From an optimization exercise on the open Yosys and OpenROAD flow, aimed at small area; shortcuts taken in it are not production practice. In this exercise RTL edits were held to simulation tests only and were not proved equivalent to the original. No activity file was given, so power comes from the tool's default toggle rates.

$ cat run.sh
#!/bin/bash
# synth_recipe.tcl (not shown) runs the flow's synth.tcl, then flattens the netlist and writes it again
# the make line also repeats each setting of config.mk as NAME=value (left out here)
make -C /OpenROAD-flow-scripts/flow DESIGN_CONFIG=/design/flow/config.mk WORK_HOME=/design/flow/orfs CLKGATE_MAP_FILE= SYNTH_SCRIPT=/design/flow/synth_recipe.tcl finish
$ cat config.mk
export PLATFORM = sky130hd
export DESIGN_NAME = vga_ycbcr
export DESIGN_NICKNAME = vga_ycbcr
export VERILOG_FILES = /design/flow/design.v
export SDC_FILE = /design/flow/constraint.sdc
export NUM_CORES = 4
export LEC_CHECK = 0
export CAP_MARGIN = 20
export CORE_MARGIN = 2
export CORE_UTILIZATION = 40
export CTS_BUF_LIST = sky130_fd_sc_hd__clkbuf_8
export CTS_CLUSTER_DIAMETER = 100
export CTS_CLUSTER_SIZE = 30
export SLEW_MARGIN = 20
$ cat constraint.sdc
create_clock -name core_clock -period 10.0 [get_ports {clk}]
set_input_delay 2.0000 -clock core_clock [delete_from_list [all_inputs] [get_ports {clk}]]
set_output_delay 2.0000 -clock core_clock [all_outputs]
set_load 0.01 [all_outputs]
$ cat design.v
`timescale 1ns / 1ps
module vga_ctl
	(
	input         pix_clk,
	input         reset_n,
	output [11:0] hcount,
	output [11:0] vcount,
	output        VGA_HS,
	output        VGA_VS,
	output        VGA_DE
	);
reg [10:0] hc;    
reg [9:0]  vc;    
reg        hsync_r;
reg        hs_de;
reg        vsync_r;
reg        vs_de;
wire h_end = (hc == 11'd840);           
wire v_end = (vc == 10'd601);           
always @(posedge pix_clk or negedge reset_n)
	if (!reset_n)   hc <= 11'd1833;         
	else if (h_end) hc <= 11'd1833;
	else            hc <= hc + 11'd1;
always @(posedge pix_clk or negedge reset_n)
	if (!reset_n)   vc <= 10'd998;          
	else if (v_end) vc <= 10'd998;
	else if (h_end) vc <= vc + 10'd1;
always @(posedge pix_clk or negedge reset_n)
	if (!reset_n)               hsync_r <= 1'b1;
	else if (hc == 11'd1833)    hsync_r <= 1'b0;    
	else if (hc == 11'd1960)    hsync_r <= 1'b1;    
always @(posedge pix_clk or negedge reset_n)
	if (!reset_n)               hs_de <= 1'b0;
	else if (hc == 11'd0)       hs_de <= 1'b1;      
	else if (hc == 11'd800)     hs_de <= 1'b0;      
always @(posedge pix_clk or negedge reset_n)
	if (!reset_n)               vsync_r <= 1'b1;
	else if (vc == 10'd998)     vsync_r <= 1'b0;    
	else if (vc == 10'd1001)    vsync_r <= 1'b1;    
always @(posedge pix_clk or negedge reset_n)
	if (!reset_n)               vs_de <= 1'b0;
	else if (vc == 10'd0)       vs_de <= 1'b1;      
	else if (vc == 10'd600)     vs_de <= 1'b0;      
wire de = hs_de & vs_de;
assign VGA_HS = hsync_r;
assign VGA_VS = vsync_r;
assign VGA_DE = de;
assign hcount = {1'b0, de ? hc : 11'd0};
assign vcount = {2'b0, de ? vc : 10'd0};
endmodule
`timescale 1ns/1ps
module rgb_to_ycbcr(
	input         clk,
	input  [23:0] i_rgb,
	input         i_h_sync,
	input         i_v_sync,
	input         i_data_en,
	output [7:0]  o_y_8b,
	output [7:0]  o_cb_8b,
	output [7:0]  o_cr_8b,
	output        o_h_sync,
	output        o_v_sync,
	output        o_data_en
	);
reg [23:0] p1;
reg [8:0]  e1, e2;
reg [7:0]  gg;
reg [23:0] q3, q4;
reg [3:0]  hs_d, vs_d, de_d;
always @(posedge clk) begin
	hs_d <= {hs_d[2:0], i_h_sync};
	vs_d <= {vs_d[2:0], i_v_sync};
	de_d <= {de_d[2:0], i_data_en};
end
wire [7:0] r = de_d[0] ? p1[23:16] : 8'd0;
wire [7:0] g = de_d[0] ? p1[15:8]  : 8'd0;
wire [7:0] b = de_d[0] ? p1[7:0]   : 8'd0;
wire t1 = ~(r[0] ^ ~g[0]);
wire t2 = r[0] | ~g[0];
wire t3 = r[1] ^ ~g[1] ^ t2;
wire t4 = (r[1] & ~g[1]) | (r[1] & t2) | (~g[1] & t2);
wire t5 = r[2] ^ ~g[2] ^ t4;
wire t6 = (r[2] & ~g[2]) | (r[2] & t4) | (~g[2] & t4);
wire t7 = r[3] ^ ~g[3] ^ t6;
wire t8 = (r[3] & ~g[3]) | (r[3] & t6) | (~g[3] & t6);
wire t9 = r[4] ^ ~g[4] ^ t8;
wire t10 = (r[4] & ~g[4]) | (r[4] & t8) | (~g[4] & t8);
wire t11 = r[5] ^ ~g[5] ^ t10;
wire t12 = (r[5] & ~g[5]) | (r[5] & t10) | (~g[5] & t10);
wire t13 = r[6] ^ ~g[6] ^ t12;
wire t14 = (r[6] & ~g[6]) | (r[6] & t12) | (~g[6] & t12);
wire t15 = r[7] ^ ~g[7] ^ t14;
wire t16 = (r[7] & ~g[7]) | (r[7] & t14) | (~g[7] & t14);
wire t17 = ~(b[0] ^ ~g[0]);
wire t18 = b[0] | ~g[0];
wire t19 = b[1] ^ ~g[1] ^ t18;
wire t20 = (b[1] & ~g[1]) | (b[1] & t18) | (~g[1] & t18);
wire t21 = b[2] ^ ~g[2] ^ t20;
wire t22 = (b[2] & ~g[2]) | (b[2] & t20) | (~g[2] & t20);
wire t23 = b[3] ^ ~g[3] ^ t22;
wire t24 = (b[3] & ~g[3]) | (b[3] & t22) | (~g[3] & t22);
wire t25 = b[4] ^ ~g[4] ^ t24;
wire t26 = (b[4] & ~g[4]) | (b[4] & t24) | (~g[4] & t24);
wire t27 = b[5] ^ ~g[5] ^ t26;
wire t28 = (b[5] & ~g[5]) | (b[5] & t26) | (~g[5] & t26);
wire t29 = b[6] ^ ~g[6] ^ t28;
wire t30 = (b[6] & ~g[6]) | (b[6] & t28) | (~g[6] & t28);
wire t31 = b[7] ^ ~g[7] ^ t30;
wire t32 = (b[7] & ~g[7]) | (b[7] & t30) | (~g[7] & t30);
wire [8:0] e1_n = {t16, t15, t13, t11, t9, t7, t5, t3, t1};
wire [8:0] e2_n = {t32, t31, t29, t27, t25, t23, t21, t19, t17};
wire t33 = e1[1] ^ e1[0];
wire t34 = e1[1] & e1[0];
wire t35 = e1[2] ^ e1[1] ^ t34;
wire t36 = (e1[2] & e1[1]) | (e1[2] & t34) | (e1[1] & t34);
wire t37 = e1[3] ^ e1[2] ^ t36;
wire t38 = (e1[3] & e1[2]) | (e1[3] & t36) | (e1[2] & t36);
wire t39 = e1[4] ^ e1[3] ^ t38;
wire t40 = (e1[4] & e1[3]) | (e1[4] & t38) | (e1[3] & t38);
wire t41 = e1[5] ^ e1[4] ^ t40;
wire t42 = (e1[5] & e1[4]) | (e1[5] & t40) | (e1[4] & t40);
wire t43 = e1[6] ^ e1[5] ^ t42;
wire t44 = (e1[6] & e1[5]) | (e1[6] & t42) | (e1[5] & t42);
wire t45 = e1[7] ^ e1[6] ^ t44;
wire t46 = (e1[7] & e1[6]) | (e1[7] & t44) | (e1[6] & t44);
wire t47 = e1[8] ^ e1[7] ^ t46;
wire t48 = (e1[8] & e1[7]) | (e1[8] & t46) | (e1[7] & t46);
wire t49 = e1[8] ^ t48;
wire t50 = e1[8] & t48;
wire t51 = ~(~gg[0] ^ ~gg[3]);
wire t52 = ~gg[0] | ~gg[3];
wire t53 = ~gg[1] ^ ~gg[4] ^ t35;
wire t54 = (~gg[1] & ~gg[4]) | (~gg[1] & t35) | (~gg[4] & t35);
wire t55 = ~(~gg[2] ^ ~gg[5]);
wire t56 = ~gg[2] | ~gg[5];
wire t57 = t37 ^ ~e1[7];
wire t58 = t37 & ~e1[7];
wire t59 = ~gg[0] ^ ~gg[3] ^ ~gg[6];
wire t60 = (~gg[0] & ~gg[3]) | (~gg[0] & ~gg[6]) | (~gg[3] & ~gg[6]);
wire t61 = t39 ^ ~e1[8] ^ e2[4];
wire t62 = (t39 & ~e1[8]) | (t39 & e2[4]) | (~e1[8] & e2[4]);
wire t63 = gg[0] ^ ~gg[1] ^ ~gg[4];
wire t64 = (gg[0] & ~gg[1]) | (gg[0] & ~gg[4]) | (~gg[1] & ~gg[4]);
wire t65 = ~gg[7] ^ t41 ^ e2[5];
wire t66 = (~gg[7] & t41) | (~gg[7] & e2[5]) | (t41 & e2[5]);
wire t67 = gg[1] ^ gg[2] ^ ~gg[5];
wire t68 = (gg[1] & gg[2]) | (gg[1] & ~gg[5]) | (gg[2] & ~gg[5]);
wire t69 = t43 ^ e2[6];
wire t70 = t43 & e2[6];
wire t71 = ~(gg[3] ^ ~gg[6]);
wire t72 = gg[3] | ~gg[6];
wire t73 = t45 ^ e2[7];
wire t74 = t45 & e2[7];
wire t75 = gg[4] ^ ~gg[7] ^ t47;
wire t76 = (gg[4] & ~gg[7]) | (gg[4] & t47) | (~gg[7] & t47);
wire t77 = ~gg[2] ^ e1[0];
wire t78 = ~gg[2] & e1[0];
wire t79 = t51 ^ t33 ^ ~e1[5];
wire t80 = (t51 & t33) | (t51 & ~e1[5]) | (t33 & ~e1[5]);
wire t81 = t52 ^ t53 ^ ~e1[6];
wire t82 = (t52 & t53) | (t52 & ~e1[6]) | (t53 & ~e1[6]);
wire t83 = t54 ^ t55 ^ t57;
wire t84 = (t54 & t55) | (t54 & t57) | (t55 & t57);
wire t85 = t56 ^ t58 ^ t59;
wire t86 = (t56 & t58) | (t56 & t59) | (t58 & t59);
wire t87 = t60 ^ t62 ^ t63;
wire t88 = (t60 & t62) | (t60 & t63) | (t62 & t63);
wire t89 = t64 ^ t66 ^ t67;
wire t90 = (t64 & t66) | (t64 & t67) | (t66 & t67);
wire t91 = t68 ^ t70 ^ t71;
wire t92 = (t68 & t70) | (t68 & t71) | (t70 & t71);
wire t93 = t72 ^ t74 ^ t75;
wire t94 = (t72 & t74) | (t72 & t75) | (t74 & t75);
wire t95 = ~(t76 ^ gg[5]);
wire t96 = t76 | gg[5];
wire t97 = ~gg[1] ^ ~e1[3];
wire t98 = ~gg[1] & ~e1[3];
wire t99 = t77 ^ ~e1[4] ^ e2[0];
wire t100 = (t77 & ~e1[4]) | (t77 & e2[0]) | (~e1[4] & e2[0]);
wire t101 = t78 ^ t79 ^ e2[1];
wire t102 = (t78 & t79) | (t78 & e2[1]) | (t79 & e2[1]);
wire t103 = t80 ^ t81 ^ e2[2];
wire t104 = (t80 & t81) | (t80 & e2[2]) | (t81 & e2[2]);
wire t105 = t82 ^ t83 ^ e2[3];
wire t106 = (t82 & t83) | (t82 & e2[3]) | (t83 & e2[3]);
wire t107 = t84 ^ t85 ^ t61;
wire t108 = (t84 & t85) | (t84 & t61) | (t85 & t61);
wire t109 = t86 ^ t87 ^ t65;
wire t110 = (t86 & t87) | (t86 & t65) | (t87 & t65);
wire t111 = t88 ^ t89 ^ t69;
wire t112 = (t88 & t89) | (t88 & t69) | (t89 & t69);
wire t113 = t90 ^ t91 ^ t73;
wire t114 = (t90 & t91) | (t90 & t73) | (t91 & t73);
wire t115 = t92 ^ t93 ^ e2[8];
wire t116 = (t92 & t93) | (t92 & e2[8]) | (t93 & e2[8]);
wire t117 = t94 ^ t95 ^ t49;
wire t118 = (t94 & t95) | (t94 & t49) | (t95 & t49);
wire t119 = t96 ^ gg[6] ^ t50;
wire t120 = (t96 & gg[6]) | (t96 & t50) | (gg[6] & t50);
wire t121 = ~e1[1] & ~e1[0];
wire t122 = (gg[0] & ~e1[2]) | (gg[0] & t121) | (~e1[2] & t121);
wire t123 = (~gg[0] & t97) | (~gg[0] & t122) | (t97 & t122);
wire t124 = (t98 & t99) | (t98 & t123) | (t99 & t123);
wire t125 = (t100 & t101) | (t100 & t124) | (t101 & t124);
wire t126 = (t102 & t103) | (t102 & t125) | (t103 & t125);
wire t127 = (t104 & t105) | (t104 & t126) | (t105 & t126);
wire t128 = t106 ^ t107 ^ t127;
wire t129 = (t106 & t107) | (t106 & t127) | (t107 & t127);
wire t130 = t108 ^ t109 ^ t129;
wire t131 = (t108 & t109) | (t108 & t129) | (t109 & t129);
wire t132 = t110 ^ t111 ^ t131;
wire t133 = (t110 & t111) | (t110 & t131) | (t111 & t131);
wire t134 = t112 ^ t113 ^ t133;
wire t135 = (t112 & t113) | (t112 & t133) | (t113 & t133);
wire t136 = t114 ^ t115 ^ t135;
wire t137 = (t114 & t115) | (t114 & t135) | (t115 & t135);
wire t138 = t116 ^ t117 ^ t137;
wire t139 = (t116 & t117) | (t116 & t137) | (t117 & t137);
wire t140 = t118 ^ t119 ^ t139;
wire t141 = (t118 & t119) | (t118 & t139) | (t119 & t139);
wire t142 = t120 ^ ~gg[7] ^ t141;
wire t143 = e2[1] ^ ~e2[4];
wire t144 = e2[1] & ~e2[4];
wire t145 = ~(e2[2] ^ ~e2[5]);
wire t146 = e2[2] | ~e2[5];
wire t147 = e2[3] ^ ~e2[6];
wire t148 = e2[3] & ~e2[6];
wire t149 = ~(e2[4] ^ ~e2[7]);
wire t150 = e2[4] | ~e2[7];
wire t151 = ~e2[2] ^ t41;
wire t152 = ~e2[2] & t41;
wire t153 = ~e2[0] ^ ~e2[3] ^ t43;
wire t154 = (~e2[0] & ~e2[3]) | (~e2[0] & t43) | (~e2[3] & t43);
wire t155 = e2[0] ^ t143 ^ t45;
wire t156 = (e2[0] & t143) | (e2[0] & t45) | (t143 & t45);
wire t157 = t144 ^ t145 ^ t47;
wire t158 = (t144 & t145) | (t144 & t47) | (t145 & t47);
wire t159 = t146 ^ t147 ^ t49;
wire t160 = (t146 & t147) | (t146 & t49) | (t147 & t49);
wire t161 = t148 ^ t149 ^ t50;
wire t162 = (t148 & t149) | (t148 & t50) | (t149 & t50);
wire t163 = t150 ^ e2[5] ^ ~e2[8];
wire t164 = (t150 & e2[5]) | (t150 & ~e2[8]) | (e2[5] & ~e2[8]);
wire t165 = e2[1] ^ t39 ^ ~e1[0];
wire t166 = (e2[1] & t39) | (e2[1] & ~e1[0]) | (t39 & ~e1[0]);
wire t167 = ~e2[1] ^ t151 ^ ~e1[1];
wire t168 = (~e2[1] & t151) | (~e2[1] & ~e1[1]) | (t151 & ~e1[1]);
wire t169 = t152 ^ t153 ^ ~e1[2];
wire t170 = (t152 & t153) | (t152 & ~e1[2]) | (t153 & ~e1[2]);
wire t171 = t154 ^ t155 ^ ~e1[3];
wire t172 = (t154 & t155) | (t154 & ~e1[3]) | (t155 & ~e1[3]);
wire t173 = t156 ^ t157 ^ ~e1[4];
wire t174 = (t156 & t157) | (t156 & ~e1[4]) | (t157 & ~e1[4]);
wire t175 = t158 ^ t159 ^ ~e1[5];
wire t176 = (t158 & t159) | (t158 & ~e1[5]) | (t159 & ~e1[5]);
wire t177 = t160 ^ t161 ^ ~e1[6];
wire t178 = (t160 & t161) | (t160 & ~e1[6]) | (t161 & ~e1[6]);
wire t179 = t162 ^ t163 ^ ~e1[7];
wire t180 = (t162 & t163) | (t162 & ~e1[7]) | (t163 & ~e1[7]);
wire t181 = t164 ^ e2[6] ^ ~e1[8];
wire t182 = (t164 & e2[6]) | (t164 & ~e1[8]) | (e2[6] & ~e1[8]);
wire t183 = e2[0] & t37;
wire t184 = (~e2[0] & t165) | (~e2[0] & t183) | (t165 & t183);
wire t185 = (t166 & t167) | (t166 & t184) | (t167 & t184);
wire t186 = (t168 & t169) | (t168 & t185) | (t169 & t185);
wire t187 = t170 ^ t171 ^ t186;
wire t188 = (t170 & t171) | (t170 & t186) | (t171 & t186);
wire t189 = t172 ^ t173 ^ t188;
wire t190 = (t172 & t173) | (t172 & t188) | (t173 & t188);
wire t191 = t174 ^ t175 ^ t190;
wire t192 = (t174 & t175) | (t174 & t190) | (t175 & t190);
wire t193 = t176 ^ t177 ^ t192;
wire t194 = (t176 & t177) | (t176 & t192) | (t177 & t192);
wire t195 = t178 ^ t179 ^ t194;
wire t196 = (t178 & t179) | (t178 & t194) | (t179 & t194);
wire t197 = t180 ^ t181 ^ t196;
wire t198 = (t180 & t181) | (t180 & t196) | (t181 & t196);
wire t199 = t182 ^ ~e2[7] ^ t198;
wire t200 = (t182 & ~e2[7]) | (t182 & t198) | (~e2[7] & t198);
wire t201 = e2[7] ^ ~e2[8] ^ t200;
wire t202 = e1[1] ^ ~e1[4];
wire t203 = e1[1] & ~e1[4];
wire t204 = ~(e1[2] ^ ~e1[5]);
wire t205 = e1[2] | ~e1[5];
wire t206 = ~e1[1] ^ ~e2[2];
wire t207 = ~e1[1] & ~e2[2];
wire t208 = ~e1[2] ^ ~e2[3];
wire t209 = ~e1[2] & ~e2[3];
wire t210 = ~e1[0] ^ ~e1[3] ^ ~e2[4];
wire t211 = (~e1[0] & ~e1[3]) | (~e1[0] & ~e2[4]) | (~e1[3] & ~e2[4]);
wire t212 = e1[0] ^ t202 ^ ~e2[5];
wire t213 = (e1[0] & t202) | (e1[0] & ~e2[5]) | (t202 & ~e2[5]);
wire t214 = t203 ^ t204 ^ ~e2[6];
wire t215 = (t203 & t204) | (t203 & ~e2[6]) | (t204 & ~e2[6]);
wire t216 = t205 ^ ~e1[3] ^ ~e1[6];
wire t217 = (t205 & ~e1[3]) | (t205 & ~e1[6]) | (~e1[3] & ~e1[6]);
wire t218 = e1[3] ^ e1[4] ^ ~e1[7];
wire t219 = (e1[3] & e1[4]) | (e1[3] & ~e1[7]) | (e1[4] & ~e1[7]);
wire t220 = e1[0] ^ ~e2[1] ^ ~e2[3];
wire t221 = (e1[0] & ~e2[1]) | (e1[0] & ~e2[3]) | (~e2[1] & ~e2[3]);
wire t222 = ~e1[0] ^ t206 ^ ~e2[4];
wire t223 = (~e1[0] & t206) | (~e1[0] & ~e2[4]) | (t206 & ~e2[4]);
wire t224 = t207 ^ t208 ^ ~e2[5];
wire t225 = (t207 & t208) | (t207 & ~e2[5]) | (t208 & ~e2[5]);
wire t226 = t209 ^ t210 ^ ~e2[6];
wire t227 = (t209 & t210) | (t209 & ~e2[6]) | (t210 & ~e2[6]);
wire t228 = t211 ^ t212 ^ ~e2[7];
wire t229 = (t211 & t212) | (t211 & ~e2[7]) | (t212 & ~e2[7]);
wire t230 = t213 ^ t214 ^ ~e2[8];
wire t231 = (t213 & t214) | (t213 & ~e2[8]) | (t214 & ~e2[8]);
wire t232 = t215 ^ t216 ^ ~e2[7];
wire t233 = (t215 & t216) | (t215 & ~e2[7]) | (t216 & ~e2[7]);
wire t234 = t217 ^ t218 ^ ~e2[8];
wire t235 = (t217 & t218) | (t217 & ~e2[8]) | (t218 & ~e2[8]);
wire t236 = t219 ^ e1[5] ^ ~e1[8];
wire t237 = (t219 & e1[5]) | (t219 & ~e1[8]) | (e1[5] & ~e1[8]);
wire t238 = ~e2[1] & ~e2[0];
wire t239 = (e2[0] & ~e2[2]) | (e2[0] & t238) | (~e2[2] & t238);
wire t240 = (~e2[0] & t220) | (~e2[0] & t239) | (t220 & t239);
wire t241 = (t221 & t222) | (t221 & t240) | (t222 & t240);
wire t242 = (t223 & t224) | (t223 & t241) | (t224 & t241);
wire t243 = (t225 & t226) | (t225 & t242) | (t226 & t242);
wire t244 = t227 ^ t228 ^ t243;
wire t245 = (t227 & t228) | (t227 & t243) | (t228 & t243);
wire t246 = t229 ^ t230 ^ t245;
wire t247 = (t229 & t230) | (t229 & t245) | (t230 & t245);
wire t248 = t231 ^ t232 ^ t247;
wire t249 = (t231 & t232) | (t231 & t247) | (t232 & t247);
wire t250 = t233 ^ t234 ^ t249;
wire t251 = (t233 & t234) | (t233 & t249) | (t234 & t249);
wire t252 = t235 ^ t236 ^ t251;
wire t253 = (t235 & t236) | (t235 & t251) | (t236 & t251);
wire t254 = t237 ^ ~e1[6] ^ t253;
wire t255 = (t237 & ~e1[6]) | (t237 & t253) | (~e1[6] & t253);
wire t256 = e1[6] ^ ~e1[7] ^ t255;
wire t257 = (e1[6] & ~e1[7]) | (e1[6] & t255) | (~e1[7] & t255);
wire t258 = e1[7] ^ ~e1[8] ^ t257;
wire [23:0] ycc_n = {t142, t140, t138, t136, t134, t132, t130, t128, t201, t199, t197, t195, t193, t191, t189, t187, t258, t256, t254, t252, t250, t248, t246, t244};
always @(posedge clk) begin
	p1 <= i_rgb;
	e1 <= e1_n;
	e2 <= e2_n;
	gg <= g;
	q3 <= ycc_n;
	q4 <= q3;
end
assign o_y_8b    = q4[23:16];
assign o_cb_8b   = q4[15:8];
assign o_cr_8b   = q4[7:0];
assign o_h_sync  = hs_d[3];
assign o_v_sync  = vs_d[3];
assign o_data_en = de_d[3];
endmodule
`timescale 1ns / 1ps
module vga_ycbcr
	(
	input           clk,
	input           reset_n,
	input  [23:0]   i_rgb,
	output [11:0]   o_hcount,
	output [11:0]   o_vcount,
	output [7:0]    o_y,
	output [7:0]    o_cb,
	output [7:0]    o_cr,
	output          o_hs,
	output          o_vs,
	output          o_de
	);
wire vga_hs, vga_vs, vga_de;
vga_ctl U_VGA(
	.pix_clk(clk),
	.reset_n(reset_n),
	.hcount(o_hcount),
	.vcount(o_vcount),
	.VGA_HS(vga_hs),
	.VGA_VS(vga_vs),
	.VGA_DE(vga_de)
	);
rgb_to_ycbcr U_YCBCR(
	.clk(clk),
	.i_rgb(i_rgb),
	.i_h_sync(vga_hs),
	.i_v_sync(vga_vs),
	.i_data_en(vga_de),
	.o_y_8b(o_y),
	.o_cb_8b(o_cb),
	.o_cr_8b(o_cr),
	.o_h_sync(o_hs),
	.o_v_sync(o_vs),
	.o_data_en(o_de)
	);
endmodule
==> impl_metrics.tcl, run 1 <==
set metrics [dict create \
    status "complete, no violations" \
    power.density_mw_per_mm2 299 \
    clk_pin_slew_ns 0.08 \
    ctsResizeCount 0 \
    die_h_um 134 \
    io_pins 77 \
    fillers 1497 \
    coreArea_mm2 0.0165 \
    reg2reg_to "U_YCBCR.q3[15]$_DFF_P_" \
    synth_seq_cells 135 \
    synth_cells 558 \
    slew_viol_final 0 \
    min_period_ns 7.44 \
    ir_drop_mv 0.140 \
    cts_tree "done" \
    syn_area_per_cell_um2 12.1 \
    placementRows 47 \
    slowest_stage "dfxtp_1" \
    max_freq_ghz 0.134 \
    gr-usage-all-layers_pct 15.9 \
    routedWlPerCell_um 14.6 \
    drc 0 \
    postSynth.asyncResetShare_pct 18.5 \
    holdPathEnd "U_YCBCR.q4[12]$_DFF_P_" \
    worstSetupEndpointType "register" \
    die_area_mm2 0.0179 \
    hold_path_startpoint "U_YCBCR.q3[12]$_DFF_P_" \
    cts_sinks 135 \
    antenna_found_initial 0 \
    rsz0062_at_grt "no" \
    grt_pass1_wl_mm 21.9 \
    fin_ws_ns 2.56 \
    grt_overflow 0 \
    whs_ns 0.321 \
    nNetsFinal 798 \
    crit_buf_inv 5 \
    area_delta_synth_final_pct 19.6 \
    cpPeakStageDelay_ns 0.59 \
    cts_buffers 17 \
    setup.worst_path.start_class "register" \
    cp.arrival_ns 7.76 \
    tightest_slew_ns 0.703 \
    r2r_setup_slack_ns 2.56 \
    first_iter_violations 177 \
    drt_wl_total_mm 12.8 \
    finalSetupTns_ns 0 \
    cts_buffer_depth 2 \
    fin_util_pct 48.8 \
    cts_setup_buffers 0 \
    maxSlewHeadroom_pct 52.8 \
    worstSkewPairLatency_ns 0.44 \
    cts-root-buf "clkbuf_8" \
    synth.distinct_cells 46 \
    path_cells "ha_1, a211oi_1, fa_1, fa_1, fa_1, fa_1, fa_1, inv_1, fa_1, inv_1, fa_1, inv_1, fa_1, fa_1, fa_1, fa_1, inv_1, fa_1, inv_1, fa_1, fa_1, xnor2_1, xnor2_1" \
    hold_viol 0 \
    setup_violations 0 \
    crit_family "adder cells" \
    synth_warnings 2 \
    synth_edf_count 0 \
    first_global_vias 4430 \
    ff2ff_path_depth 23 \
    initial_core_util_pct 40.8 \
    crit_top_cell "fa_1" \
    syn_area_mm2 0.00674 \
    hold_depth 0 \
    r2r_start "U_YCBCR.e1[0]$_DFF_P_" \
    synth_seq_area_share_pct 42.2 \
    holdBufCountCts 0 \
    pre_cts_ws_ns 2.53 \
    gp_congestion 0.868 \
    skew_ns 0.0123 \
    dr.pass1.iters 4 \
    hpwl_mm 10.1 \
    final_layout_size_suffix_gt1_share_pct 7.81 \
    worst-setup-path-type "reg2reg" \
    synth_flop_cell "dfxtp_1" \
    grt_max_degree 26 \
    vias 3975 \
    ant_nets 0 \
    post-route-period-util_pct 74.4 \
    diodes 0 \
    htreeDepth 4 \
    maxCapViolCount 0 \
    routed_via_density 4.55 \
    hp-class "reg2reg" \
    dieWidth_um 134 \
    p_leak_nw 3.66 \
    cp_max_fo 8 \
    port_buffers 73 \
    crit_required_ns 10.32 \
]
[metal layers]
metal	wire length [µm]	up-vias	global-route usage [%]	share of wire, %
li1	-	1878	-	-
met1	5740	1995	20.5	45
met2	6280	85	26.3	49
met3	532	17	4.16	4.2
met4	208	0	5.50	1.6
met5	0	-	0	0
[placed cells by master, fill, tap and decap left out, types with 6 or more instances in the layout]
| master | instances |
|---|---|
| and2_1 | 10 |
| and3_1 | 24 |
| clkbuf_8 | 17 |
| a31oi_1 | 6 |
| clkdlybuf4s50_1 | 72 |
| o21ai_0 | 12 |
| fa_1 | 95 |
| ha_1 | 37 |
| nand2_1 | 31 |
| xnor2_1 | 15 |
| dfxtp_1 | 110 |
| inv_1 | 113 |
| nor2_1 | 12 |
| nand3_1 | 7 |
| dfstp_2 | 15 |
| dfrtp_1 | 10 |
| xor2_1 | 6 |
[sequential cells by signal, indices dropped and copies added, names as in the netlist, 4 cells and up]
register and flops:
U_VGA.hc 11, U_VGA.vc 10, U_YCBCR.de_d 4, U_YCBCR.e1 9
U_YCBCR.e2 9, U_YCBCR.gg 8, U_YCBCR.hs_d 4, U_YCBCR.p1 24
U_YCBCR.q3 24, U_YCBCR.q4 24, U_YCBCR.vs_d 4
[worst max path at each step]
| stage | start | cells past startpoint | slack [ns] | end |
|---|---|---|---|---|
| after floorplan | U_YCBCR.e1[0]$_DFF_P_ | 23 | 2.93 | U_YCBCR.q3[15]$_DFF_P_ |
| after global placement | U_YCBCR.e1[0]$_DFF_P_ | 23 | 2.71 | U_YCBCR.q3[15]$_DFF_P_ |
| after detailed placement | U_YCBCR.e1[0]$_DFF_P_ | 23 | 2.53 | U_YCBCR.q3[15]$_DFF_P_ |
| after CTS | U_YCBCR.e1[0]$_DFF_P_ | 23 | 2.51 | U_YCBCR.q3[15]$_DFF_P_ |
| after global routing | U_YCBCR.e1[0]$_DFF_P_ | 23 | 2.13 | U_YCBCR.q3[15]$_DFF_P_ |
| final | U_YCBCR.e1[0]$_DFF_P_ | 23 | 2.56 | U_YCBCR.q3[15]$_DFF_P_ |
[cell type report]
| cell class | instances | area, µm² | area share, % |
|---|---|---|---|
| inverters | 110 | 413 | 5.12 |
| clock buffers | 17 | 234 | 2.90 |
| repair buffers | 73 | 726 | 9.00 |
| flip-flops and latches | 135 | 2850 | 35.3 |
| well taps | 220 | 275 | 3.41 |
| clock inverters | 15 | 143 | 1.77 |
| multi-input cells | 303 | 3430 | 42.5 |
[stage by stage]
stage	power [mW]	cells	cell area [µm²]
6_report	2.42	873	8070
5_1_grt	2.67	873	8070
4_1_cts	2.47	873	8060
3_5_place_dp	2.04	841	7680
3_3_place_gp	2.00	841	7690
2_1_floorplan	1.57	560	6750
[cell families after synthesis]
family          synth area share (%)
buf+inv                         7.13
fa+ha+maj                       35.5
flops                           42.2
other cells                   0.0556
compound gates                  3.19
xor+xnor                        2.73
simple gates                    9.15
[synth_stat cells (all sizes together) (3+ instances only)]
| cell | count | area share (%) |
|---|---|---|
| clkbuf | 7 | 0.39 |
| maj3 | 3 | 0.45 |
| a211oi | 3 | 0.33 |
| nor4 | 3 | 0.50 |
| o21ai | 12 | 0.89 |
| nand3 | 7 | 0.52 |
| a21oi | 5 | 0.37 |
| nand2 | 31 | 1.7 |
| and3 | 24 | 2.2 |
| buf | 5 | 0.61 |
| dfxtp | 110 | 33 |
| nand4 | 5 | 0.46 |
| fa | 95 | 28 |
| ha | 37 | 6.9 |
| inv | 110 | 6.1 |
| xnor2 | 15 | 1.9 |
| a31oi | 6 | 0.56 |
| xor2 | 6 | 0.78 |
| dfrtp | 10 | 3.7 |
| and2 | 10 | 0.93 |
| dfstp | 15 | 5.8 |
| nor2 | 12 | 0.67 |
[report_power, final]
part	leakage, nW	internal (mW)	switching [mW]
sequential	1.20	0.700	0.0528
clock	0.191	0.218	0.207
combinational	2.26	0.598	0.640
total	3.66	1.52	0.900
==> run 2: changes to the inputs <==
--- a/config.mk
+++ b/config.mk
@@ -8,7 +8,4 @@
 export CAP_MARGIN = 20
 export CORE_MARGIN = 2
 export CORE_UTILIZATION = 40
-export CTS_BUF_LIST = sky130_fd_sc_hd__clkbuf_8
-export CTS_CLUSTER_DIAMETER = 100
-export CTS_CLUSTER_SIZE = 30
 export SLEW_MARGIN = 20
==> run 2 against run 1 <==
Sequential power about the same. Power increased by 6.9%. Maximum frequency about the same. Non-clock buffer count unchanged.
==> impl_metrics.tcl, run 2 <==
set metrics [dict create \
    tightest_slew_ns 0.710 \
    postSynth.asyncResetShare_pct 18.5 \
    grt_overflow 0 \
    reg_top3 "U_YCBCR.p1 (24), U_YCBCR.q3 (24), U_YCBCR.q4 (24)" \
    maxCapViolCount 0 \
    whs_ns 0.319 \
    dr.pass1.iters 4 \
    dieWidth_um 134 \
    synth_top_area_share_pct 32.7 \
    worstSetupEndpointType "register" \
    diodes 0 \
    yosys.area.top_type "dfxtp_1" \
    path_cells "ha_1, a211oi_1, fa_1, fa_1, fa_1, fa_1, fa_1, inv_1, fa_1, inv_1, fa_1, inv_1, fa_1, fa_1, fa_1, fa_1, inv_1, fa_1, inv_1, fa_1, fa_1, xnor2_1, xnor2_1" \
    setup_violations 0 \
    hold_viol 0 \
    gp_congestion 0.868 \
    final_cell_mix "dfxtp_1, inv_1, fa_1" \
    die_area_mm2 0.0179 \
    vias 3956 \
    syn_area_mm2 0.00674 \
    holdPathEnd "U_YCBCR.q4[12]$_DFF_P_" \
    cpPeakStageDelay_ns 0.58 \
    routed_via_density 4.53 \
    ctsResizeCount 0 \
    first_global_vias 4443 \
    port_buffers 73 \
    antenna_found_initial 0 \
    ff2ff_path_depth 23 \
    cts_tree "done" \
    grt_max_degree 26 \
    skew_ns 0.00831 \
    synth_cells 558 \
    synth_seq_cells 135 \
    synth_seq_area_share_pct 42.2 \
    worst-setup-path-type "reg2reg" \
    max_freq_ghz 0.134 \
    hp-class "reg2reg" \
    synthTopCellsByArea "dfxtp_1, fa_1, ha_1, inv_1, dfstp_2" \
    nNetsFinal 798 \
    ys_top_cells_by_count "dfxtp_1, inv_1, fa_1, ha_1, nand2_1" \
    hold_depth 0 \
    placementRows 47 \
    power.density_mw_per_mm2 313 \
    initial_core_util_pct 40.8 \
    hold_path_startpoint "U_YCBCR.q3[12]$_DFF_P_" \
    cp_max_fo 8 \
    gr-usage-all-layers_pct 16.0 \
    syn_area_per_cell_um2 12.1 \
    cts-root-buf "clkbuf_16" \
    crit_required_ns 10.29 \
    status "complete, no violations" \
    rsz0062_at_grt "no" \
    ant_nets 0 \
    cp.arrival_ns 7.73 \
    cts_buffers 17 \
    slew_viol_final 0 \
    p_leak_nw 3.73 \
    htreeDepth 4 \
    cts_sinks 135 \
    drc 0 \
    cp-startpoint "U_YCBCR.e1[0]$_DFF_P_" \
    min_period_ns 7.44 \
    synth.distinct_cells 46 \
    area_delta_synth_final_pct 22.5 \
    first_iter_violations 183 \
    hpwl_mm 10.1 \
    finalSetupTns_ns 0 \
    io_pins 77 \
    maxSlewHeadroom_pct 52.6 \
    reg2reg_to "U_YCBCR.q3[15]$_DFF_P_" \
    synth_edf_count 0 \
    crit_top_cell "fa_1" \
    drt_wl_total_mm 12.8 \
    holdBufCountCts 0 \
    clk_pin_slew_ns 0.06 \
    grt_pass1_wl_mm 22.0 \
    ir_drop_mv 0.143 \
    worstSkewPairLatency_ns 0.42 \
    die_h_um 134 \
    synth_flop_cell "dfxtp_1" \
    setup.worst_path.start_class "register" \
    post-route-period-util_pct 74.4 \
    coreArea_mm2 0.0165 \
    r2r_start "U_YCBCR.e1[0]$_DFF_P_" \
    routedWlPerCell_um 14.6 \
    slowest_stage "dfxtp_1" \
    final_layout_size_suffix_gt1_share_pct 7.81 \
    cts_buffer_depth 2 \
    synth_warnings 2 \
    cts_setup_buffers 0 \
    r2r_setup_slack_ns 2.56 \
]
run 2: how the worst max path moves through the flow:
stage / endpoint / slack, ns
final: U_YCBCR.q3[15]$_DFF_P_ / 2.56
after global routing: U_YCBCR.q3[15]$_DFF_P_ / 2.13
after CTS: U_YCBCR.q3[15]$_DFF_P_ / 2.52
after detailed placement: U_YCBCR.q3[15]$_DFF_P_ / 2.53
after global placement: U_YCBCR.q3[15]$_DFF_P_ / 2.71
after floorplan: U_YCBCR.q3[15]$_DFF_P_ / 2.93
run 2: per-layer routing:
layer  vias up  part of all wire (%)  global-route usage (%)
met2        73                    49                    26.4
met1      1991                    46                    20.7
met4         0                   1.4                    4.73
li1       1876                     -                       -
met3        16                   3.8                    4.50
met5         -                     0                       0
run 2: final cells by class:
class                   instances  area (µm²)
fillers                      1471        8270
multi-input cells             303        3430
flip-flops and latches        135        2850
repair buffers                 73         726
clock buffers                  20         437
inverters                     110         413
well taps                     220         275
clock inverters                12         131
run 2: cell families (layout without fill, tap and decap cells):
logic type                 Yosys count  in the layout  synth area share, %
buffers and inverters              122            215                 7.13
and+or+nand+nor                    109            109                 9.15
DFF                                135            135                 42.2
adders and majority gates          135            135                 35.5
AOI/OAI and AO/OA                   35             35                 3.19
xor gates and xnor gates            21             21                 2.73
other                                1              3               0.0556
run 2: where the power goes:
part	total (mW)	internal [mW]	switching, mW
registers	0.753	0.700	0.0529
clock network	0.594	0.366	0.229
logic	1.24	0.597	0.638
run 2: worst max-delay path: cells and delay by family, from the launching register on:
kind            cells  cell delay, ns
compound gates      1            0.11
xor+xnor            2            0.28
fa+ha+maj          15            5.89
buf+inv             5            0.44
flops               1            0.58
run 2: per-stage QoR:
stage / std cells / power (mW) / util (%) / instance area (µm²) / worst slack [ns]
global route: 873 / 2.84 / 50.0 / 8260 / 2.13
floorplan: 560 / 1.57 / - / 6750 / 2.93
global placement: 841 / 2.00 / 46.5 / 7690 / 2.71
detailed placement: 841 / 2.04 / 46.5 / 7680 / 2.53
finish: 873 / 2.58 / 50.0 / 8260 / 2.56
CTS: 873 / 2.64 / 49.9 / 8250 / 2.52
==> run 3: changes to the inputs <==
--- a/config.mk
+++ b/config.mk
@@ -8,4 +8,7 @@
 export CAP_MARGIN = 20
 export CORE_MARGIN = 2
 export CORE_UTILIZATION = 40
+export CTS_BUF_LIST = sky130_fd_sc_hd__clkbuf_8 sky130_fd_sc_hd__clkbuf_4
+export CTS_CLUSTER_DIAMETER = 60
+export CTS_CLUSTER_SIZE = 20
 export SLEW_MARGIN = 20
==> run 3 against run 2 <==
Via count grew 0.66%. Area after synthesis is the same. Hold slack gained 0.0019 ns.
==> impl_metrics.tcl, run 3 <==
set metrics [dict create \
    status "complete, no violations" \
    maxCapViolCount 0 \
    routed_via_density 4.56 \
    reg_top3 "U_YCBCR.p1 (24), U_YCBCR.q3 (24), U_YCBCR.q4 (24)" \
    ys_top_cells_by_count "dfxtp_1, inv_1, fa_1, ha_1, nand2_1" \
    vias 3982 \
    synth_warnings 2 \
    hp-class "reg2reg" \
    cts-root-buf "clkbuf_8" \
    holdBufCountCts 0 \
    r2r_start "U_YCBCR.e1[0]$_DFF_P_" \
    max_freq_ghz 0.134 \
    ant_nets 0 \
    crit_required_ns 10.32 \
    drc 0 \
    grt_pass1_wl_mm 21.9 \
    tightest_slew_ns 1.03 \
    hold_path_startpoint "U_YCBCR.q3[12]$_DFF_P_" \
    port_buffers 73 \
    p_leak_nw 3.65 \
    first_global_vias 4442 \
    grt_max_degree 26 \
    cts_setup_buffers 0 \
    synth_top_area_share_pct 32.7 \
    fin_ws_ns 2.56 \
    diodes 0 \
    antenna_found_initial 0 \
    setup_violations 0 \
    cts_buffers 17 \
    io_pins 77 \
    syn_area_per_cell_um2 12.1 \
    hpwl_mm 10.1 \
    ir_drop_mv 0.140 \
    power_frac_seq_pct 31.0 \
    nNetsFinal 798 \
    die_h_um 134 \
    crit_top_cell "fa_1" \
    cts_sinks 135 \
    first_iter_violations 191 \
    clockPowerShare_pct 18.0 \
    final_layout_size_suffix_gt1_share_pct 8.12 \
    gr-usage-all-layers_pct 16.0 \
    hold_depth 0 \
    power.density_mw_per_mm2 301 \
    r2r_setup_slack_ns 2.56 \
    worstSetupEndpointType "register" \
    dieWidth_um 134 \
    slew_viol_final 0 \
    cp_max_fo 8 \
    htreeDepth 4 \
    crit_family "adder cells" \
    cts_buffer_depth 2 \
    gp_congestion 0.868 \
    holdPathEnd "U_YCBCR.q4[12]$_DFF_P_" \
    post-route-period-util_pct 74.4 \
    finalSetupTns_ns 0 \
    cp.arrival_ns 7.77 \
    maxSlewHeadroom_pct 30.1 \
    ff2ff_path_depth 23 \
    min_period_ns 7.44 \
    pre_cts_ws_ns 2.53 \
    crit_buf_inv 5 \
    ctsResizeCount 0 \
    syn_area_mm2 0.00674 \
    reg2reg_to "U_YCBCR.q3[15]$_DFF_P_" \
    synth_cells 558 \
    power_mw 2.43 \
    synth_edf_count 0 \
    skew_ns 0.0121 \
    hold_viol 0 \
    worst-setup-path-type "reg2reg" \
    fin_util_pct 48.8 \
    initial_core_util_pct 40.8 \
    combPwrFrac_pct 51.0 \
    synth_flop_cell "dfxtp_1" \
    cts_tree "done" \
    coreArea_mm2 0.0165 \
    grt_overflow 0 \
    worstSkewPairLatency_ns 0.44 \
    placementRows 47 \
    drt_wl_total_mm 12.8 \
    postSynth.asyncResetShare_pct 18.5 \
    die_area_mm2 0.0179 \
    p_switching_uw 900 \
    switching_share_pct 37.1 \
    p_int_mw 1.53 \
    routedWlPerCell_um 14.6 \
    synth.distinct_cells 46 \
    dr.pass1.iters 4 \
    setup.worst_path.start_class "register" \
    synth_seq_cells 135 \
    final_cell_mix "dfxtp_1, inv_1, fa_1" \
    clk_pin_slew_ns 0.08 \
    yosys.area.top_type "dfxtp_1" \
    rsz0062_at_grt "no" \
    area_delta_synth_final_pct 19.7 \
    synth_seq_area_share_pct 42.2 \
    synthTopCellsByArea "dfxtp_1, fa_1, ha_1, inv_1, dfstp_2" \
    slowest_stage "dfxtp_1" \
    cpPeakStageDelay_ns 0.59 \
    path_cells "ha_1, a211oi_1, fa_1, fa_1, fa_1, fa_1, fa_1, inv_1, fa_1, inv_1, fa_1, inv_1, fa_1, fa_1, fa_1, fa_1, inv_1, fa_1, inv_1, fa_1, fa_1, xnor2_1, xnor2_1" \
]
[run 3: final cells by class]
cell class	count	area, µm²
fill	1495	8450
multi-input combinational	303	3420
sequential	135	2850
timing repair buffer	73	726
inverter	110	413
tap	220	275
clock buffer	20	256
clock inverter	12	131
[run 3: worst max path at each step]
stage                           from                      to  slack [ns]  cells past startpoint
6_report       U_YCBCR.e1[0]$_DFF_P_  U_YCBCR.q3[15]$_DFF_P_        2.56                     23
3_3_place_gp   U_YCBCR.e1[0]$_DFF_P_  U_YCBCR.q3[15]$_DFF_P_        2.71                     23
2_1_floorplan  U_YCBCR.e1[0]$_DFF_P_  U_YCBCR.q3[15]$_DFF_P_        2.93                     23
3_5_place_dp   U_YCBCR.e1[0]$_DFF_P_  U_YCBCR.q3[15]$_DFF_P_        2.53                     23
5_1_grt        U_YCBCR.e1[0]$_DFF_P_  U_YCBCR.q3[15]$_DFF_P_        2.13                     23
4_1_cts        U_YCBCR.e1[0]$_DFF_P_  U_YCBCR.q3[15]$_DFF_P_        2.51                     23
[run 3: kinds of logic (layout without fill, tap and decap cells)]
group,Yosys count,in the layout,synth area share [%]
adder cells (fa/ha/maj),135,135,35.5
flip-flops,135,135,42.2
AO/OA/AOI/OAI,35,35,3.19
XOR/XNOR,21,21,2.73
other,1,3,0.0556
AND/OR/NAND/NOR,109,109,9.15
buffers and inverters,122,215,7.13
[run 3: worst reg2reg max path: stages, from the launching register on]
cell,delay [ns]
dfxtp_1,0.59
ha_1,0.27
a211oi_1,0.11
fa_1,0.46
fa_1,0.47
fa_1,0.47
fa_1,0.46
fa_1,0.44
inv_1,0.09
fa_1,0.38
inv_1,0.13
fa_1,0.41
inv_1,0.09
fa_1,0.44
fa_1,0.41
fa_1,0.40
fa_1,0.36
inv_1,0.07
fa_1,0.15
inv_1,0.05
fa_1,0.38
fa_1,0.41
xnor2_1,0.15
xnor2_1,0.13
[run 3: power groups by stage]
stage | sequential, mW | clock (mW) | combinational, mW
2_1_floorplan | 0.774 | 0 | 0.793
3_3_place_gp | 0.766 | 0 | 1.23
3_5_place_dp | 0.767 | 0 | 1.27
4_1_cts | 0.756 | 0.451 | 1.28
5_1_grt | 0.768 | 0.474 | 1.44
6_report | 0.752 | 0.436 | 1.24
[run 3: layer usage]
layer  vias up  global-route usage (%)  share of wire (%)
li1       1878                       -                  -
met1      2000                    20.3                 45
met2        86                    26.5                 49
met3        18                    4.16                4.2
met4         0                    5.67                1.6
met5         -                       0                  0
[run 3: stage by stage]
step	hold slack, ns	instances	cell area (µm²)
3_3_place_gp	0.309	841	7690
4_1_cts	0.322	873	8070
5_1_grt	0.330	873	8070
6_report	0.321	873	8070
2_1_floorplan	0.310	560	6750
3_5_place_dp	0.312	841	7680
==> run 4: changes to the inputs <==
==> flow/run.sh (new file) <==
#!/bin/bash
# Layout flow: the standard synthesis, a netlist clean-up that removes
# inverters around full adders (flow/fixinv.py: same logic function, same
# registers), then the standard ORFS flow with the ports buffered by the
# smallest buffer and a clock tree without dummy loads.
set -euo pipefail
R=orfs/results/${FLOW_PLATFORM}/vga_ycbcr/base

bash standard.sh synth > synth.log 2>&1

cp $R/1_2_yosys.v yosys_netlist.v
python3 flow/fixinv.py yosys_netlist.v $R/1_2_yosys.v > fixinv.log 2>&1
rm -f $R/1_synth.odb $R/1_synth.sdc

export BUFFER_PORTS_ARGS="-buffer_cell sky130_fd_sc_hd__buf_1"
export CTS_ARGS="-sink_clustering_enable -repair_clock_nets -dont_use_dummy_load -buf_list ${CTS_LEAF_BUF:-sky130_fd_sc_hd__clkbuf_8} -root_buf sky130_fd_sc_hd__clkbuf_8"
bash standard.sh finish > layout.log 2>&1
==> flow/fixinv.py (new file) <==
#!/usr/bin/env python3
"""Post-synthesis clean-up of a flat sky130hd netlist written by Yosys.

A full adder computes the same function with all inputs and both outputs
inverted, so each fa_1 cell may be "flipped": fed the complements of its
inputs, giving the complements of its outputs. Yosys's full-adder extraction
often leaves inverters around fa_1 cells; this script chooses, for every
fa_1, the polarity that needs the fewest inverters, then rebuilds the
inverters that are still needed. It also replaces half adders with one
unused output by a single gate, and deletes half adders with none used.
The logic function of the netlist is unchanged.

usage: fixinv.py IN.v OUT.v
"""
import re
import sys
from collections import defaultdict

INV_RE = re.compile(r'^sky130_fd_sc_hd__(clk)?inv_\d+$')
OUT_PINS = {'X', 'Y', 'Q', 'Q_N', 'SUM', 'COUT', 'HI', 'LO'}


def parse(text):
    m = re.search(r'\bmodule\b.*?;', text, re.S)
    head_end = m.end()
    end = text.rindex('endmodule')
    body = text[head_end:end]
    cell_re = re.compile(r'\s*(sky130_fd_sc_hd__\w+)\s+(\\\S+\s|\S+)\s*\((.*?)\);', re.S)
    decls = []
    cells = []
    pos = 0
    stmts = re.split(r'(?<=;)', body)
    for st in stmts:
        s = st.strip()
        if not s:
            continue
        if s.startswith('sky130_fd_sc_hd__'):
            cm = cell_re.match(st)
            assert cm, st
            typ, name, pins = cm.group(1), cm.group(2).strip(), cm.group(3)
            pd = {}
            for pm in re.finditer(r'\.(\w+)\(\s*(.*?)\s*\)(?=\s*,|\s*$)', pins, re.S):
                pd[pm.group(1)] = pm.group(2).strip()
            cells.append([typ, name, pd])
        else:
            decls.append(st)
    return text[:head_end], decls, cells, text[end:]


def main(inp, outp):
    text = open(inp).read()
    head, decls, cells, tail = parse(text)
    ports_out = set()
    ports_in = set()
    for d in decls:
        mm = re.match(r'\s*(input|output)\s+(\[(\d+):(\d+)\]\s*)?(\S+)\s*;', d)
        if mm:
            nm = mm.group(5)
            if mm.group(2):
                hi, lo = int(mm.group(3)), int(mm.group(4))
                bits = [f'{nm}[{i}]' for i in range(min(hi, lo), max(hi, lo) + 1)]
            else:
                bits = [nm]
            (ports_out if mm.group(1) == 'output' else ports_in).update(bits)
    driver = {}
    for ci, (typ, name, pd) in enumerate(cells):
        for p, n in pd.items():
            if p in OUT_PINS:
                driver[n] = (ci, p)
    users = defaultdict(list)
    for ci, (typ, name, pd) in enumerate(cells):
        for p, n in pd.items():
            if p not in OUT_PINS:
                users[n].append((ci, p))

    def is_inv(ci):
        typ, name, pd = cells[ci]
        return INV_RE.match(typ) and pd['Y'] not in ports_out

    # root literal of a net through inverter chains
    memo = {}
    def root(n):
        if n in memo:
            return memo[n]
        d = driver.get(n)
        if d is not None and is_inv(d[0]) and d[1] == 'Y':
            b, par = root(cells[d[0]][2]['A'])
            r = (b, par ^ 1)
        else:
            r = (n, 0)
        memo[n] = r
        return r

    fa_ids = [ci for ci, c in enumerate(cells) if c[0].startswith('sky130_fd_sc_hd__fa_')]
    # a fa may be flipped unless one of its output nets is a port
    flippable = set(ci for ci in fa_ids if not any(cells[ci][2][p] in ports_out for p in ('SUM', 'COUT')))
    flip = defaultdict(int)                       # ci -> 0/1
    base_owner = {}                               # base net -> fa ci whose output it is
    for ci in fa_ids:
        for p in ('SUM', 'COUT'):
            base_owner[cells[ci][2][p]] = ci
    # needs: list of (consumer ci or None, base, par) for every non-inverter input pin
    need = defaultdict(list)                       # base -> list of (ci, par) ; ci None = port
    for ci, (typ, name, pd) in enumerate(cells):
        if is_inv(ci):
            continue
        for p, n in pd.items():
            if p in OUT_PINS:
                continue
            b, par = root(n)
            need[b].append((ci, par))
    for n in ports_out:
        d = driver.get(n)
        if d is None:
            continue
        if is_inv(d[0]):
            pass
        # a port net driven by a non-inverter is its own base; consumers none
    # inverters driving ports are kept as cells (is_inv false), so their input is in need

    def phys(b):
        ci = base_owner.get(b)
        return flip[ci] if ci is not None else 0

    def cost_base(b):
        f = phys(b)
        pols = set()
        for ci, par in need[b]:
            q = par ^ (flip[ci] if ci in flippable and cells[ci][0].startswith('sky130_fd_sc_hd__fa_') else 0)
            pols.add(q)
        return 1 if (f ^ 1) in pols else 0

    def bases_of(ci):
        pd = cells[ci][2]
        s = set()
        for p in ('A', 'B', 'CIN'):
            s.add(root(pd[p])[0])
        for p in ('SUM', 'COUT'):
            s.add(pd[p])
        return s

    import random
    rng = random.Random(1)
    order = sorted(flippable)
    allb = set()
    for ci in order:
        allb |= bases_of(ci)
    bases_cache = {ci: bases_of(ci) for ci in order}

    def total():
        return sum(cost_base(b) for b in allb)

    def greedy():
        improved = True
        while improved:
            improved = False
            for ci in order:
                bs = bases_cache[ci]
                before = sum(cost_base(b) for b in bs)
                flip[ci] ^= 1
                if sum(cost_base(b) for b in bs) < before:
                    improved = True
                else:
                    flip[ci] ^= 1

    greedy()
    best = total()
    best_flip = {ci: flip[ci] for ci in order}
    if order:
        cur = best
        steps = 40000
        for k in range(steps):
            temp = 1.5 * (1 - k / steps) + 0.05
            ci = rng.choice(order)
            bs = bases_cache[ci]
            before = sum(cost_base(b) for b in bs)
            flip[ci] ^= 1
            d = sum(cost_base(b) for b in bs) - before
            if d <= 0 or rng.random() < pow(2.718, -d / temp):
                cur += d
                if cur < best:
                    best = cur
                    best_flip = {c: flip[c] for c in order}
            else:
                flip[ci] ^= 1
        for c in order:
            flip[c] = best_flip[c]
        greedy()

    # rebuild
    newdecl = []
    invnet = {}
    newcells = []
    cnt = [0]
    pname = {}
    for ci in fa_ids:
        if ci in flippable and flip[ci]:
            for p in ('SUM', 'COUT'):
                cnt[0] += 1
                nm = f'_fixflip_{cnt[0]}_'
                newdecl.append(f'  wire {nm};\n')
                pname[cells[ci][2][p]] = nm

    def lit_net(b, q):
        """net carrying base b xor q (q relative to the true base value)."""
        f = phys(b)
        if (q ^ f) == 0:
            return pname.get(b, b)
        if b not in invnet:
            cnt[0] += 1
            nm = f'_fixinv_{cnt[0]}_'
            newdecl.append(f'  wire {nm};\n')
            newcells.append(['sky130_fd_sc_hd__inv_1', f'_fixinv_cell_{cnt[0]}_', {'A': pname.get(b, b), 'Y': nm}])
            invnet[b] = nm
        return invnet[b]

    stats = defaultdict(int)
    for ci, (typ, name, pd) in enumerate(cells):
        if is_inv(ci):
            stats['inv_removed'] += 1
            continue
        isfa = typ.startswith('sky130_fd_sc_hd__fa_')
        fl = flip[ci] if (isfa and ci in flippable) else 0
        npd = {}
        for p, n in pd.items():
            if p in OUT_PINS:
                npd[p] = n
            else:
                b, par = root(n)
                npd[p] = lit_net(b, par ^ fl)
        if typ.startswith('sky130_fd_sc_hd__ha_'):
            su = pd['SUM']; co = pd['COUT']
            used_s = bool(users.get(su)) or su in ports_out
            used_c = bool(users.get(co)) or co in ports_out
            if not used_s and not used_c:
                stats['ha_deleted'] += 1
                continue
            if not used_s:
                newcells.append(['sky130_fd_sc_hd__and2_1', name, {'A': npd['A'], 'B': npd['B'], 'X': co}])
                stats['ha_to_and'] += 1
                continue
            if not used_c:
                newcells.append(['sky130_fd_sc_hd__xor2_1', name, {'A': npd['A'], 'B': npd['B'], 'X': su}])
                stats['ha_to_xor'] += 1
                continue
        if isfa and fl:
            stats['fa_flipped'] += 1
            for p in ('SUM', 'COUT'):
                npd[p] = pname[pd[p]]
        if npd != pd:
            name = (name[:-1] if name.endswith('_') else name) + '_fx'
        newcells.append([typ, name, npd])
    # sanity: every net used by a cell must be driven or be an input port
    driven = set(ports_in)
    for typ, name, pd in newcells:
        for p, n in pd.items():
            if p in OUT_PINS:
                driven.add(n)
    for typ, name, pd in newcells:
        for p, n in pd.items():
            if p not in OUT_PINS and n not in driven and not re.match(r"^\d+'", n):
                raise SystemExit(f'undriven net {n} at {name}.{p}')
    for n in ports_out:
        assert n in driven or n in ports_in, n
    stats['inv_added'] = len(invnet)
    out = [head]
    out.extend(decls)
    out.extend(newdecl)
    for typ, name, pd in newcells:
        pins = ',\n'.join(f'    .{p}({n}' + (' ' if n.startswith('\\') else '') + ')' for p, n in pd.items())
        nm = name if not name.startswith('\\') else name + ' '
        out.append(f'\n  {typ} {nm} (\n{pins}\n  );')
    out.append('\n')
    out.append(tail)
    open(outp, 'w').write(''.join(out))
    print(dict(stats), file=sys.stderr)


if __name__ == '__main__':
    main(sys.argv[1], sys.argv[2])
==> standard.sh (new file) <==
#!/bin/bash
# synth_recipe.tcl (not shown) runs the flow's synth.tcl, then flattens the netlist and writes it again
# the make line also repeats each setting of config.mk as NAME=value (left out here)
make -C /OpenROAD-flow-scripts/flow DESIGN_CONFIG=/design/flow/config.mk WORK_HOME=/design/flow/orfs CLKGATE_MAP_FILE= SYNTH_SCRIPT=/design/flow/synth_recipe.tcl "${@:-finish}"
--- a/config.mk
+++ b/config.mk
@@ -8,7 +8,4 @@
 export CAP_MARGIN = 20
 export CORE_MARGIN = 2
 export CORE_UTILIZATION = 40
-export CTS_BUF_LIST = sky130_fd_sc_hd__clkbuf_8 sky130_fd_sc_hd__clkbuf_4
-export CTS_CLUSTER_DIAMETER = 60
-export CTS_CLUSTER_SIZE = 20
 export SLEW_MARGIN = 20
removed: run.sh
==> run 4 against run 3 <==
Wire length shrank 4.6%. Global-route usage shrank 0.41 points. Cell count shrank 6.8%. Via count shrank 6.4%. Non-clock buffer count grew 2. Clock power shrank 27%. Hold slack lost 0.011 ns. First-iteration DRC count shrank 9.4%. Clock skew grew 0.027 ns. Power shrank 9.4%. Critical path type unchanged.
==> impl_metrics.tcl, run 4 <==
set metrics [dict create \
    first_global_vias 4247 \
    io_pins 77 \
    placementRows 46 \
    gp_congestion 0.859 \
    ant_nets 0 \
    cp.arrival_ns 7.75 \
    skew_ns 0.0386 \
    drt_wl_total_mm 12.2 \
    min_period_ns 7.43 \
    fillers 1545 \
    port_buffers 73 \
    cp_max_fo 6 \
    initial_core_util_pct 41.0 \
    holdBufCountCts 0 \
    grt_pass1_wl_mm 20.8 \
    worstSetupEndpointType "register" \
    coreArea_mm2 0.0159 \
    gr-usage-all-layers_pct 15.6 \
    crit_required_ns 10.32 \
    cts_tree "done" \
    nNetsFinal 744 \
    antenna_found_initial 0 \
    post-route-period-util_pct 74.3 \
    dieWidth_um 132 \
    finalSetupTns_ns 0 \
    dpl-instance-area_mm2 0.00701 \
    vias 3727 \
    max_freq_ghz 0.135 \
    hold_viol 0 \
    rsz0062_at_grt "no" \
    diodes 0 \
    cpPeakStageDelay_ns 0.58 \
    cts_sinks 135 \
    crit_top_cell "fa_1" \
    dp.cells 797 \
    crit_cells 19 \
    crit_family "adder cells" \
    die_area_mm2 0.0173 \
    grt_overflow 0 \
    grt_max_degree 26 \
    cts-root-buf "clkbuf_8" \
    cts_buffer_depth 2 \
    crit_buf_inv 1 \
    clk_pin_slew_ns 0.07 \
    slowest_stage "fa_1" \
    worst-setup-path-type "reg2reg" \
    synth_cells 516 \
    drc 0 \
    tightest_slew_ns 0.880 \
    hold_depth 0 \
    ir_drop_mv 0.132 \
    p_leak_nw 3.12 \
    ff2ff_path_depth 19 \
    layout_commonest_cell "dfxtp_1" \
    htreeDepth 4 \
    routedWlPerCell_um 15.0 \
    setup.worst_path.start_class "register" \
    maxCapViolCount 0 \
    first_iter_violations 173 \
    fin_util_pct 45.6 \
    syn_area_mm2 0.00651 \
    stdcell_area_mm2 0.00724 \
    final_layout_size_suffix_gt1_share_pct 6.52 \
    maxSlewHeadroom_pct 40.5 \
    status "complete, no violations" \
    cts_buffers 17 \
    die_h_um 132 \
    synth_warnings 2 \
    syn_area_per_cell_um2 12.6 \
    hp-class "reg2reg" \
    worstSkewPairLatency_ns 0.45 \
    power.density_mw_per_mm2 304 \
    slew_viol_final 0 \
    final_cell_mix "dfxtp_1, fa_1, buf_1" \
    cts_setup_buffers 0 \
    routed_via_density 4.58 \
    hpwl_mm 9.81 \
    path_cells "and2_1, a211oi_1, fa_1, inv_1, fa_1, fa_1, fa_1, fa_1, fa_1, fa_1, fa_1, fa_1, fa_1, fa_1, fa_1, fa_1, fa_1, xnor2_1, xnor2_1" \
    dr.pass1.iters 4 \
    area_delta_synth_final_pct 11.3 \
    reg_top3 "U_YCBCR.p1 (24), U_YCBCR.q4 (24), U_YCBCR.q3 (22)" \
    instances_no_fill 814 \
    setup_violations 0 \
    ctsResizeCount 0 \
]
## run 4: metal layers
layer / track usage [%] / part of all wire [%] / vias up
met3: 3.70 / 3.1 / 17
met1: 19.1 / 45 / 1856
met4: 6.82 / 2.2 / 0
met5: 0 / 0 / -
li1: - / - / 1786
met2: 26.2 / 50 / 68
## run 4: per-stage QoR
stage	setup slack [ns]	total power [mW]	hold slack, ns
2_1_floorplan	2.82	1.55	0.310
3_3_place_gp	2.66	1.90	0.311
3_5_place_dp	2.54	1.94	0.312
4_1_cts	2.51	2.27	0.309
5_1_grt	2.16	2.46	0.326
6_report	2.57	2.20	0.310
## run 4: report_power, final
part           internal [mW]  switching [mW]
registers              0.700          0.0505
logic                  0.532           0.597
clock network          0.149           0.171
## run 4: final timing paths
kind	start	to	slack, ns
max	U_YCBCR.e1[0]$_DFF_P_fx	U_YCBCR.q3[15]$_DFF_P_	2.57
min	U_YCBCR.q3[8]$_DFF_P_	U_YCBCR.q4[8]$_DFF_P_	0.31
max reg2reg	U_YCBCR.e1[0]$_DFF_P_fx	U_YCBCR.q3[15]$_DFF_P_	2.57
min reg2reg	U_YCBCR.q3[8]$_DFF_P_	U_YCBCR.q4[8]$_DFF_P_	0.31
max in group asynchronous	reset_n	U_VGA.hc[5]$_DFF_PN1_	8.17
min in group asynchronous	reset_n	U_VGA.vc[4]$_DFFE_PN0P_	1.53
## run 4: cell type report
cell class / instances / area [µm²] / area share (%)
clock buffers: 17 / 234 / 3.23
multi-input cells: 303 / 3340 / 46.2
flip-flops and latches: 135 / 2850 / 39.3
inverters: 68 / 255 / 3.53
well taps: 216 / 270 / 3.73
repair buffers: 75 / 289 / 3.99
## run 4: worst reg2reg max path, cell delays in order (launching register included)
cell and delay (ns):
dfxtp_1 0.38, and2_1 0.19, a211oi_1 0.34, fa_1 0.24
inv_1 0.06, fa_1 0.45, fa_1 0.46, fa_1 0.46
fa_1 0.46, fa_1 0.56, fa_1 0.58, fa_1 0.44
fa_1 0.42, fa_1 0.39, fa_1 0.39, fa_1 0.40
fa_1 0.40, fa_1 0.41, xnor2_1 0.14, xnor2_1 0.13

[what the ideal ports hide]
In the flow no input, the clock included, has a driving cell. The finished layouts below were timed again as built, in two steps.
Step 1 assumes that a clkbuf_16 drives the clock port and a buf_2 every other input.
Step 2 moves the port delays by t, midway between the first and last clock arrival at a register: inputs arrive t later, outputs are due t later. That takes back most of the time a late clock gives input paths.
Slacks: ideal ports / drivers / drivers and shift; pairs: ideal ports / drivers.
run | shift t [ns] | setup slack, ns | latest minus earliest clock arrival (ns) | worst register clock-pin slew, ns | cell pins on the clock port's net
run 1 | 0.475 | 2.557 / 2.557 / 2.557 | 0.012 / 0.013 | 0.08 / 0.08 | 1
run 2 | 0.455 | 2.564 / 2.564 / 2.564 | 0.009 / 0.010 | 0.06 / 0.06 | 1
run 3 | 0.477 | 2.557 / 2.557 / 2.557 | 0.012 / 0.013 | 0.08 / 0.08 | 1
run 4 | 0.471 | 2.568 / 2.568 / 2.568 | 0.039 / 0.039 | 0.09 / 0.09 | 1
After both steps setup and hold are still met in every run listed.
